This design comes from an exercise in tuning for small area, a short achievable clock period and few clock cycles per item on the open sky130 flow, not from production work. In this exercise RTL edits were held to simulation tests only and were not proved equivalent to the original.

## run 1
// tea_interface
module tea_interface(
    input [63:0] in,
    input mode,
    input reset,
    input write,
    input clk,
    output [63:0] out,
    output out_ready
);
    localparam [31:0] DELTA   = 32'h9E3779B9;
    localparam [31:0] NDELTA  = 32'h61C88647;  
    localparam [31:0] SUM_DEC = 32'hC6EF3720;  
    function [31:0] bs(input [31:0] x);
        bs = {x[7:0], x[15:8], x[23:16], x[31:24]};
    endfunction
    wire [31:0] in_y = bs(in[63:32]);
    wire [31:0] in_z = bs(in[31:0]);
    reg [63:0] kp, kq;
    reg        qhi;       
    reg        wk;        
    reg [31:0] a, b, s;
    reg        m;         
    reg        ph;        
    reg        pre, post;  
    reg        busy, rdy;
    localparam [159:0] TOP = {32'h00008000, 32'h00800080, 32'h08080808, 32'h22222222, 32'h55555555};
    localparam [159:0] HI  = {32'hFFFF0000, 32'hFF00FF00, 32'hF0F0F0F0, 32'hCCCCCCCC, 32'hAAAAAAAA};
    function [31:0] skl_spread(input [31:0] x, input integer l);
        reg [31:0] t;
        integer k;
        begin
            t = x << 1;
            for (k = 0; k < l; k = k + 1)
                t = t | (t << (1 << k));
            skl_spread = t;
        end
    endfunction
    function [31:0] skl_add(input [31:0] x, input [31:0] y);
        reg [31:0] g, p;
        integer l;
        begin
            g = x & y;
            p = x ^ y;
            for (l = 0; l < 5; l = l + 1) begin
                g = g | (p & skl_spread(g & TOP[l*32 +: 32], l));
                p = p & (skl_spread(p & TOP[l*32 +: 32], l) | ~HI[l*32 +: 32]);
            end
            skl_add = (x ^ y) ^ {g[30:0], 1'b0};
        end
    endfunction
    always @(posedge clk) begin
        kq <= kp;
        kp <= (reset | wk) ? {in_y, in_z} : kq;
        qhi <= wk ? 1'b1 : ~qhi;
    end
    wire        swp = pre | post;
    wire [31:0] t1 = skl_add(b << 4, kq[63:32]);
    wire [31:0] t2 = skl_add(b, s);
    wire [31:0] t3 = skl_add(b >> 5, kq[31:0]);
  ...
Size: ~2800 cells after synthesis, ~230 flip-flops, about 130 I/O pins, about 17000 um^2 of cells after synthesis.
clock: 12.0 ns
lec_check: 0
abc_area: 1
cap_margin: 20
core_margin: 2
core_utilization: 40
cts_cluster_diameter: 80
cts_cluster_size: 30
slew_margin: 20
standard.sh (not shown) runs the stock make flow with config.mk's settings and CLKGATE_MAP_FILE= SYNTH_SCRIPT=/design/flow/synth_recipe.tcl, a recipe that flattens the netlist after the stock synthesis.
==> flow/flow/run.sh <==
#!/bin/bash
# The standard layout, with four changes:
# - synthesis leaves adders to ABC instead of mapping them to half- and
#   full-adder cells first (ADDER_MAP_FILE empty); registers are unchanged;
# - timing repair treats paths with less than MARGIN ns of slack as failing,
#   so it speeds up the design below the clock period;
# - the buffer on each input and output port is the smallest buffer;
# - clock tree synthesis adds no dummy loads.
set -euo pipefail
MARGIN=8
bash standard.sh SETUP_SLACK_MARGIN=$MARGIN ADDER_MAP_FILE= MATCH_CELL_FOOTPRINT=0 \
  "BUFFER_PORTS_ARGS=-buffer_cell sky130_fd_sc_hd__buf_1" \
  "CTS_ARGS=-sink_clustering_enable -repair_clock_nets -sink_clustering_size 30 -sink_clustering_max_diameter 80 -dont_use_dummy_load" \
  finish > standard_finish.log 2>&1
Having completed the whole flow, run 1 delivered a layout that passed the timing, design-rule and antenna checks.
Testbench counts of run 1, summed over its fixed seeds: cycles 68,736, items 1,024.
Changes in run 2 relative to run 1:
-- flow/flow/run.sh --
<<< run 1, line 8
# - clock tree synthesis adds no dummy loads.
set -euo pipefail
MARGIN=8
bash standard.sh SETUP_SLACK_MARGIN=$MARGIN ADDER_MAP_FILE= MATCH_CELL_FOOTPRINT=0 \
  "BUFFER_PORTS_ARGS=-buffer_cell sky130_fd_sc_hd__buf_1" \
  "CTS_ARGS=-sink_clustering_enable -repair_clock_nets -sink_clustering_size 30 -sink_clustering_max_diameter 80 -dont_use_dummy_load" \
>>> run 2, line 8
# - clock tree synthesis adds no dummy loads.
set -euo pipefail
MARGIN=8.25
bash standard.sh SETUP_SLACK_MARGIN=$MARGIN ADDER_MAP_FILE= \
  "BUFFER_PORTS_ARGS=-buffer_cell sky130_fd_sc_hd__buf_1" \
  "CTS_ARGS=-sink_clustering_enable -repair_clock_nets -sink_clustering_size 30 -sink_clustering_max_diameter 80 -dont_use_dummy_load" \
Notes after the runs:
Summary of run 2 over run 1: share of flip-flops with an asynchronous set or reset flat. Final routed wire length divided by cell count, run 1 and run 2: smaller value in run 1. Delta (run 2 minus run 1): highest net fanout along the worst path decreased by 4 relative to the old numbers; worst slew margin relative to its limit decreased by 3.6 points relative to the old numbers; cell area increased by 5.6% relative to the old numbers. Run 2 packs its core more tightly than run 1. Final cell count came out higher on run 2 than on run 1. Status: sequential cell count parity (run 1, run 2).
> inputs changed (run 2 -> run 3)
-- flow/flow/run.sh --
<<< run 2, line 8
# - clock tree synthesis adds no dummy loads.
set -euo pipefail
MARGIN=8.25
bash standard.sh SETUP_SLACK_MARGIN=$MARGIN ADDER_MAP_FILE= \
  "BUFFER_PORTS_ARGS=-buffer_cell sky130_fd_sc_hd__buf_1" \
>>> run 3, line 8
# - clock tree synthesis adds no dummy loads.
set -euo pipefail
MARGIN=7.5
bash standard.sh SETUP_SLACK_MARGIN=$MARGIN ADDER_MAP_FILE= \
  "BUFFER_PORTS_ARGS=-buffer_cell sky130_fd_sc_hd__buf_1" \
[summary]
Across both runs, design area was lower for run 3 than for run 2.
Run 3: sequential share of layout area 2.1 points above run 2
Compared run 3 vs run 2, and final cell count is down in run 3.
Run comparison: run 3 cell at the slowest stage of the critical path sky130_fd_sc_hd__buf_6; run 2 cell at the slowest stage of the critical path sky130_fd_sc_hd__edfxtp_1
[inputs] run 4 vs run 3
Settings: removing CTS_CLUSTER_SIZE (formerly 30); removing CTS_CLUSTER_DIAMETER (formerly 80).
-- flow/flow/run.sh --
<<< run 3, line 8
# - clock tree synthesis adds no dummy loads.
set -euo pipefail
MARGIN=7.5
bash standard.sh SETUP_SLACK_MARGIN=$MARGIN ADDER_MAP_FILE= \
  "BUFFER_PORTS_ARGS=-buffer_cell sky130_fd_sc_hd__buf_1" \
  "CTS_ARGS=-sink_clustering_enable -repair_clock_nets -sink_clustering_size 30 -sink_clustering_max_diameter 80 -dont_use_dummy_load" \
  finish > standard_finish.log 2>&1
>>> run 4, line 8
# - clock tree synthesis adds no dummy loads.
set -euo pipefail
MARGIN=8
bash standard.sh SETUP_SLACK_MARGIN=$MARGIN ADDER_MAP_FILE= \
  "BUFFER_PORTS_ARGS=-buffer_cell sky130_fd_sc_hd__buf_1" \
  "CTS_ARGS=-sink_clustering_enable -repair_clock_nets -dont_use_dummy_load" \
  finish > standard_finish.log 2>&1
Results
Changes observed in run 4 relative to run 3: post-route cell area moved up; last weighted congestion value of the routability-driven placer moved up. Run 4 vs run 3 on final-layout clock-cell area share: run 4 is the higher one. Run 4 vs. run 3: wire length of the first global-routing pass went up by 2.0%. Summary of run 4 over run 3: via count of the first global-routing pass increased by 563 relative to the old numbers; total number of multi-input combinational cells closely matched the old numbers. Biggest fanout along the worst timing path is lower on run 4. Summary of run 4 over run 3: total routed wirelength increased about 0.36%; per-cell routed wire length decreased about 1%.

---

## job 101
tea_interface again, from the RTL that the note above started with.
Design tea_interface, start of the top module:
module tea_interface(
    input [63:0] in,
    input mode,
    input reset,
    input write,
    input clk,
    output [63:0] out,
    output out_ready
);
    localparam [31:0] DELTA   = 32'h9E3779B9;
    localparam [31:0] NDELTA  = 32'h61C88647;  
    localparam [31:0] SUM_DEC = 32'hC6EF3720;  
    function [31:0] bs(input [31:0] x);
        bs = {x[7:0], x[15:8], x[23:16], x[31:24]};
    endfunction
    wire [31:0] in_y = bs(in[63:32]);
    wire [31:0] in_z = bs(in[31:0]);
    reg [63:0] kp, kq;
    reg        qhi;       
    reg        wk;        
    reg [31:0] a, b, s;
    reg        m;         
    reg        ph;        
    reg        pre, post;  
    reg        busy, rdy;
    localparam [159:0] TOP = {32'h00008000, 32'h00800080, 32'h08080808, 32'h22222222, 32'h55555555};
    localparam [159:0] HI  = {32'hFFFF0000, 32'hFF00FF00, 32'hF0F0F0F0, 32'hCCCCCCCC, 32'hAAAAAAAA};
    function [31:0] skl_spread(input [31:0] x, input integer l);
        reg [31:0] t;
        integer k;
        begin
            t = x << 1;
            for (k = 0; k < l; k = k + 1)
                t = t | (t << (1 << k));
            skl_spread = t;
        end
    endfunction
    function [31:0] skl_add(input [31:0] x, input [31:0] y);
        reg [31:0] g, p;
        integer l;
        begin
            g = x & y;
            p = x ^ y;
            for (l = 0; l < 5; l = l + 1) begin
                g = g | (p & skl_spread(g & TOP[l*32 +: 32], l));
                p = p & (skl_spread(p & TOP[l*32 +: 32], l) | ~HI[l*32 +: 32]);
            end
            skl_add = (x ^ y) ^ {g[30:0], 1'b0};
        end
    endfunction
    always @(posedge clk) begin
        kq <= kp;
  ...
export LEC_CHECK = 0
export ABC_AREA = 1
export CAP_MARGIN = 20
export CORE_MARGIN = 2
export CORE_UTILIZATION = 40
export CTS_CLUSTER_DIAMETER = 80
export CTS_CLUSTER_SIZE = 30
export SLEW_MARGIN = 20
create_clock -name core_clock -period 12.0 [get_ports {clk}]
==> flow/flow/run.sh <==
#!/bin/bash
# The standard layout, with four changes:
# - synthesis leaves adders to ABC instead of mapping them to half- and
#   full-adder cells first (ADDER_MAP_FILE empty); registers are unchanged;
# - timing repair treats paths with less than MARGIN ns of slack as failing,
#   so it speeds up the design below the clock period;
# - the buffer on each input and output port is the smallest buffer;
# - clock tree synthesis adds no dummy loads.
set -euo pipefail
MARGIN=8
bash standard.sh SETUP_SLACK_MARGIN=$MARGIN ADDER_MAP_FILE= \
  "BUFFER_PORTS_ARGS=-buffer_cell sky130_fd_sc_hd__buf_1" \
  "CTS_ARGS=-sink_clustering_enable -repair_clock_nets -sink_clustering_size 30 -sink_clustering_max_diameter 80 -dont_use_dummy_load" \
  finish > standard_finish.log 2>&1
Testbench counts of job 101, summed over its fixed seeds: cycles 68,736, items 1,024.
Relative to job 101, the following input files were edited for job 104:
--- a/flow/flow/run.sh
+++ b/flow/flow/run.sh
@@ -8,5 +8,5 @@
 # - clock tree synthesis adds no dummy loads.
 set -euo pipefail
-MARGIN=8
+MARGIN=7.75
 bash standard.sh SETUP_SLACK_MARGIN=$MARGIN ADDER_MAP_FILE= \
   "BUFFER_PORTS_ARGS=-buffer_cell sky130_fd_sc_hd__buf_1" \
Results
- Re slew at the pin closest to its max-slew limit: job 104 is 0.047 ns up on job 101.
- Delta (job 104 minus job 101): area occupied by registers shows no meaningful change, total wirelength of the detailed-routed design shows no meaningful change.
- Status: site row count parity (job 101, job 104)
- [compare] base=job 101 new=job 104: time the final worst path needs with I/O delays and setup increased 0.022 ns; detailed-routing wirelength on met1 ~0 delta.
- | multi-input logic portion of the cell area | job 104 vs job 101 | 0.37 points higher |
- When the final numbers for job 101 and job 104 were put side by side, the arrival time at the worst endpoint turned out to be smaller in job 101.

---

Another version of the RTL of tea_interface (not shown whole).
Size: about 2,200 cells after synthesis, about 230 flip-flops, ~17,000 um2 of cells after synthesis.
export LEC_CHECK = 0
export ABC_AREA = 1
export CAP_MARGIN = 20
export CORE_MARGIN = 2
export CORE_UTILIZATION = 40
export CTS_BUF_LIST = sky130_fd_sc_hd__clkbuf_8
export SLEW_MARGIN = 20
create_clock -name core_clock -period 12.0 [get_ports {clk}]
==> flow/flow/run.sh <==
#!/bin/bash
# The standard layout, with two changes:
# - timing repair treats paths with less than MARGIN ns of slack as failing,
#   so it speeds up the design below the clock period;
# - the buffer on each input and output port is the smallest buffer.
set -euo pipefail
MARGIN=8
bash standard.sh SETUP_SLACK_MARGIN=$MARGIN \
  "BUFFER_PORTS_ARGS=-buffer_cell sky130_fd_sc_hd__buf_1" \
  finish > standard_finish.log 2>&1
The baseline completed without violations.
Testbench counts at the start, summed over its fixed seeds: cycles 68,736, items 1,024.
==> next run, changes <==
--- a/flow/flow/run.sh
+++ b/flow/flow/run.sh
@@ -6,3 +6,3 @@
 set -euo pipefail
-MARGIN=8
+MARGIN=7.5
 bash standard.sh SETUP_SLACK_MARGIN=$MARGIN \
Settings changed: CTS_BUF_LIST sky130_fd_sc_hd__clkbuf_8 to sky130_fd_sc_hd__clkbuf_4.
Effect: Core utilization is lower by 2.7 points; fmax is lower slightly; cell count barely changes.
==> next run, changes <==
==> flow/flow/run.sh (replaced) <==
#!/bin/bash
set -euo pipefail
bash standard.sh SETUP_SLACK_MARGIN=7 finish > standard_finish.log 2>&1
Settings changed: ABC_AREA 1 to not set, CORE_UTILIZATION 40 to 65, CTS_BUF_LIST sky130_fd_sc_hd__clkbuf_4 to not set, PLACE_DENSITY set to 0.8.
Register-to-register slack loses 1.0 ns.
Die area falls by 42%.
Sequential share of layout area grows by 0.71 points.
Global-route usage went up by 9.9 points.
Synthesized cell count went down by 29%.
Count of clock-buffer cells in the layout fell by 69.

---

v15:
Another version of the RTL of tea_interface (not shown whole).
Size in the first run: ~2000 cells after synthesis, about 230 flip-flops, roughly 0.016 mm2 of cells after synthesis.
==> flow/design.v (excerpt) <==
module tea_interface(
    input [63:0] in,
    input mode,
    input reset,
    input write,
    input clk,
    output [63:0] out,
    output out_ready
);
    localparam [31:0] DELTA   = 32'h9E3779B9;
    localparam [31:0] NDELTA  = 32'h61C88647;  
    localparam [31:0] SUM_DEC = 32'hC6EF3720;  
    function [31:0] bs(input [31:0] x);
        bs = {x[7:0], x[15:8], x[23:16], x[31:24]};
    endfunction
    wire [31:0] in_y = bs(in[63:32]);
    wire [31:0] in_z = bs(in[31:0]);
    reg [63:0] kp, kq;
    reg        qhi;       
    reg        wk;        
    reg [31:0] a, b, s;
    reg        m;         
    reg        ph;        
    reg        pre, post;  
    reg        busy, rdy;
    always @(posedge clk) begin
        kq <= kp;
        kp <= (reset | wk) ? {in_y, in_z} : kq;
        qhi <= wk ? 1'b1 : ~qhi;
    end
    wire        swp = pre | post;
    wire [31:0] t1, t2, t3;
    padd #(32) u1 (b << 4, kq[63:32], 1'b0, t1, );
    padd #(32) u2 (b, s, 1'b0, t2, );
    padd #(32) u3 (b >> 5, kq[31:0], 1'b0, t3, );
    wire [31:0] f   = t1 ^ t2 ^ t3;
    wire [31:0] fe  = f & {32{~swp}};
    wire [31:0] mm  = {32{m}};
    wire [31:0] nbr;
    padd #(32) u4 (mm ^ a, fe, 1'b0, nbr, );
    wire [31:0] nb  = mm ^ nbr;
    wire go   = busy & (swp | (qhi == (m ~^ ph)));
    wire fin  = ph & (s == (m ? DELTA : SUM_DEC));
    always @(posedge clk) begin
        if (reset) begin
            wk   <= 1'b1;
            busy <= 1'b0;
            rdy  <= 1'b0;
        end else begin
            wk <= 1'b0;
            if (write) begin
                busy <= 1'b1;
                rdy  <= 1'b0;
            end else if (go & (post | (~m & ~swp & fin))) begin
                busy <= 1'b0;
                rdy  <= 1'b1;
            end
        end
    end
    always @(posedge clk) begin
        if (write) begin
            a    <= in_y;
            b    <= in_z;
            s    <= mode ? SUM_DEC : DELTA;
            m    <= mode;
            ph   <= 1'b0;
            pre  <= mode;
            post <= 1'b0;
        end else if (go) begin
            a <= b;
            b <= nb;
            if (swp) begin
                pre  <= 1'b0;
                post <= 1'b0;
            end else begin
                ph <= ~ph;
                if (ph) s <= s + (m ? NDELTA : DELTA);
                if (m & fin) post <= 1'b1;
            end
  ...
==> flow/config.mk <==
export PLATFORM = sky130hd
export DESIGN_NAME = tea_interface
export DESIGN_NICKNAME = tea_interface
export VERILOG_FILES = /design/flow/design.v
export SDC_FILE = /design/flow/constraint.sdc
export NUM_CORES = 4
export LEC_CHECK = 0
export ABC_AREA = 1
export CAP_MARGIN = 20
export CORE_MARGIN = 2
export CORE_UTILIZATION = 40
export CTS_CLUSTER_DIAMETER = 60
export CTS_CLUSTER_SIZE = 20
export SLEW_MARGIN = 20
==> flow/constraint.sdc <==
create_clock -name core_clock -period 12.0 [get_ports {clk}]
set_input_delay 2.4000 -clock core_clock [delete_from_list [all_inputs] [get_ports {clk}]]
set_output_delay 2.4000 -clock core_clock [all_outputs]
set_load 0.01 [all_outputs]
==> flow/flow/run.sh <==
#!/bin/bash
# The standard layout, with two changes:
# - timing repair treats paths with less than MARGIN ns of slack as failing,
#   so it speeds up the design below the clock period;
# - the buffer on each input and output port is the smallest buffer.
set -euo pipefail
MARGIN=7
bash standard.sh SETUP_SLACK_MARGIN=$MARGIN \
  "BUFFER_PORTS_ARGS=-buffer_cell sky130_fd_sc_hd__buf_1" \
  finish > standard_finish.log 2>&1
v15 | status: complete | timing, DRC, antenna: pass
Testbench counts of v15, summed over its fixed seeds: cycles 68,736, items 1,024.
[inputs] v3 vs v15
- putting PLACE_DENSITY at 0.75 where nothing was set
- swapping 20 for 30 in CTS_CLUSTER_SIZE
- swapping 60 for 80 in CTS_CLUSTER_DIAMETER
diff --git a/flow/flow/run.sh b/flow/flow/run.sh
--- a/flow/flow/run.sh
+++ b/flow/flow/run.sh
@@ -5,5 +5,5 @@
 # - the buffer on each input and output port is the smallest buffer.
 set -euo pipefail
-MARGIN=7
+MARGIN=7.5
 bash standard.sh SETUP_SLACK_MARGIN=$MARGIN \
   "BUFFER_PORTS_ARGS=-buffer_cell sky130_fd_sc_hd__buf_1" \
Notes after the runs:
v3 vs. v15: setup slack went up by 0.21 ns.
Reported for v3 and v15, final antenna diode count turned out identical to the last digit.
v3 against v15: placer congestion estimate climbed about 4%; proportion of cell area occupied by registers dropped 0.93 points; clock tree buffer count of the final layout dropped 12.
Number of global-route vias before repair: v3 higher than v15
Overall track demand over capacity in global routing of v15 is on par with v3.
Looking at worst-path cell with the longest stage delay, the clkinv_2 result is from v15; the edfxtp_1 one comes from v3.
Compare v3 and v15 | clock network area share lower: v3
Here is what was changed in the inputs of v12 compared with v3.
- swapping 80 for 60 in CTS_CLUSTER_DIAMETER
- swapping 30 for 20 in CTS_CLUSTER_SIZE
- clearing PLACE_DENSITY, which used to be 0.75
diff --git a/flow/flow/run.sh b/flow/flow/run.sh
--- a/flow/flow/run.sh
+++ b/flow/flow/run.sh
@@ -5,5 +5,5 @@
 # - the buffer on each input and output port is the smallest buffer.
 set -euo pipefail
-MARGIN=7.5
+MARGIN=8
 bash standard.sh SETUP_SLACK_MARGIN=$MARGIN \
   "BUFFER_PORTS_ARGS=-buffer_cell sky130_fd_sc_hd__buf_1" \
### Flow results
- Cmp v12 vs v3: count of cells resized by post-cts repair higher in v12
- Looking at the reports, v12 completed the entire flow and the layout it produced met the timing, design-rule and antenna checks.
- [v12] met1 global-route usage rose 1.4 points relative to v3
- v12 ends up with higher routed wire length than v3 does.

static timing again, ports no longer ideal:
The flow's constraints put no driver on any port. The routed layouts listed below were extracted and timed again, unchanged, in two steps.
Step 1 (the two cells are an assumption about what drives the block):
set clk [get_ports {clk}]
set_driving_cell -lib_cell sky130_fd_sc_hd__clkbuf_16 $clk
set_driving_cell -lib_cell sky130_fd_sc_hd__buf_2 [delete_from_list [all_inputs] $clk]
Step 2 moves the port delays by t, midway between the first and last clock arrival at a register: inputs arrive t later, outputs are due t later. That takes back most of the time a late clock gives input paths.
Slacks: no drivers / after step 1 / after step 2; pairs: no drivers / after step 1.
| run | t, ns | setup WS [ns] | worst setup path after step 2 |
|---|---|---|---|
| run 1 | 0.569 | 8.138 / 8.083 / 7.747 | input to register |
| run 2 | 0.569 | 8.163 / 8.107 / 7.853 | input to register |
| run 3 | 0.577 | 7.950 / 7.950 / 7.950 | register to register |
| run 4 | 0.613 | 8.153 / 8.097 / 7.738 | input to register |
| job 101 | 0.569 | 8.138 / 8.083 / 7.747 | input to register |
| job 104 | 0.577 | 8.117 / 8.078 / 8.072 | input to register |
| the first run of note 3 | 0.679 | 7.436 / 7.436 / 7.436 | register to register |
| the second run of note 3 | 0.840 | 7.414 / 7.414 / 7.277 | input to register |
| the third run of note 3 | 0.585 | 6.394 / 6.394 / 6.394 | register to register |
| v15 | 0.601 | 7.290 / 7.317 / 6.716 | input to register |
| v3 | 0.584 | 7.501 / 7.501 / 7.341 | input to register |
| v12 | 0.609 | 7.531 / 7.531 / 7.531 | register to register |
After both steps every run listed still meets setup and hold. For v15, which loses most, drivers alone change the setup slack by +0.027 ns; drivers and shift together by -0.574 ns.
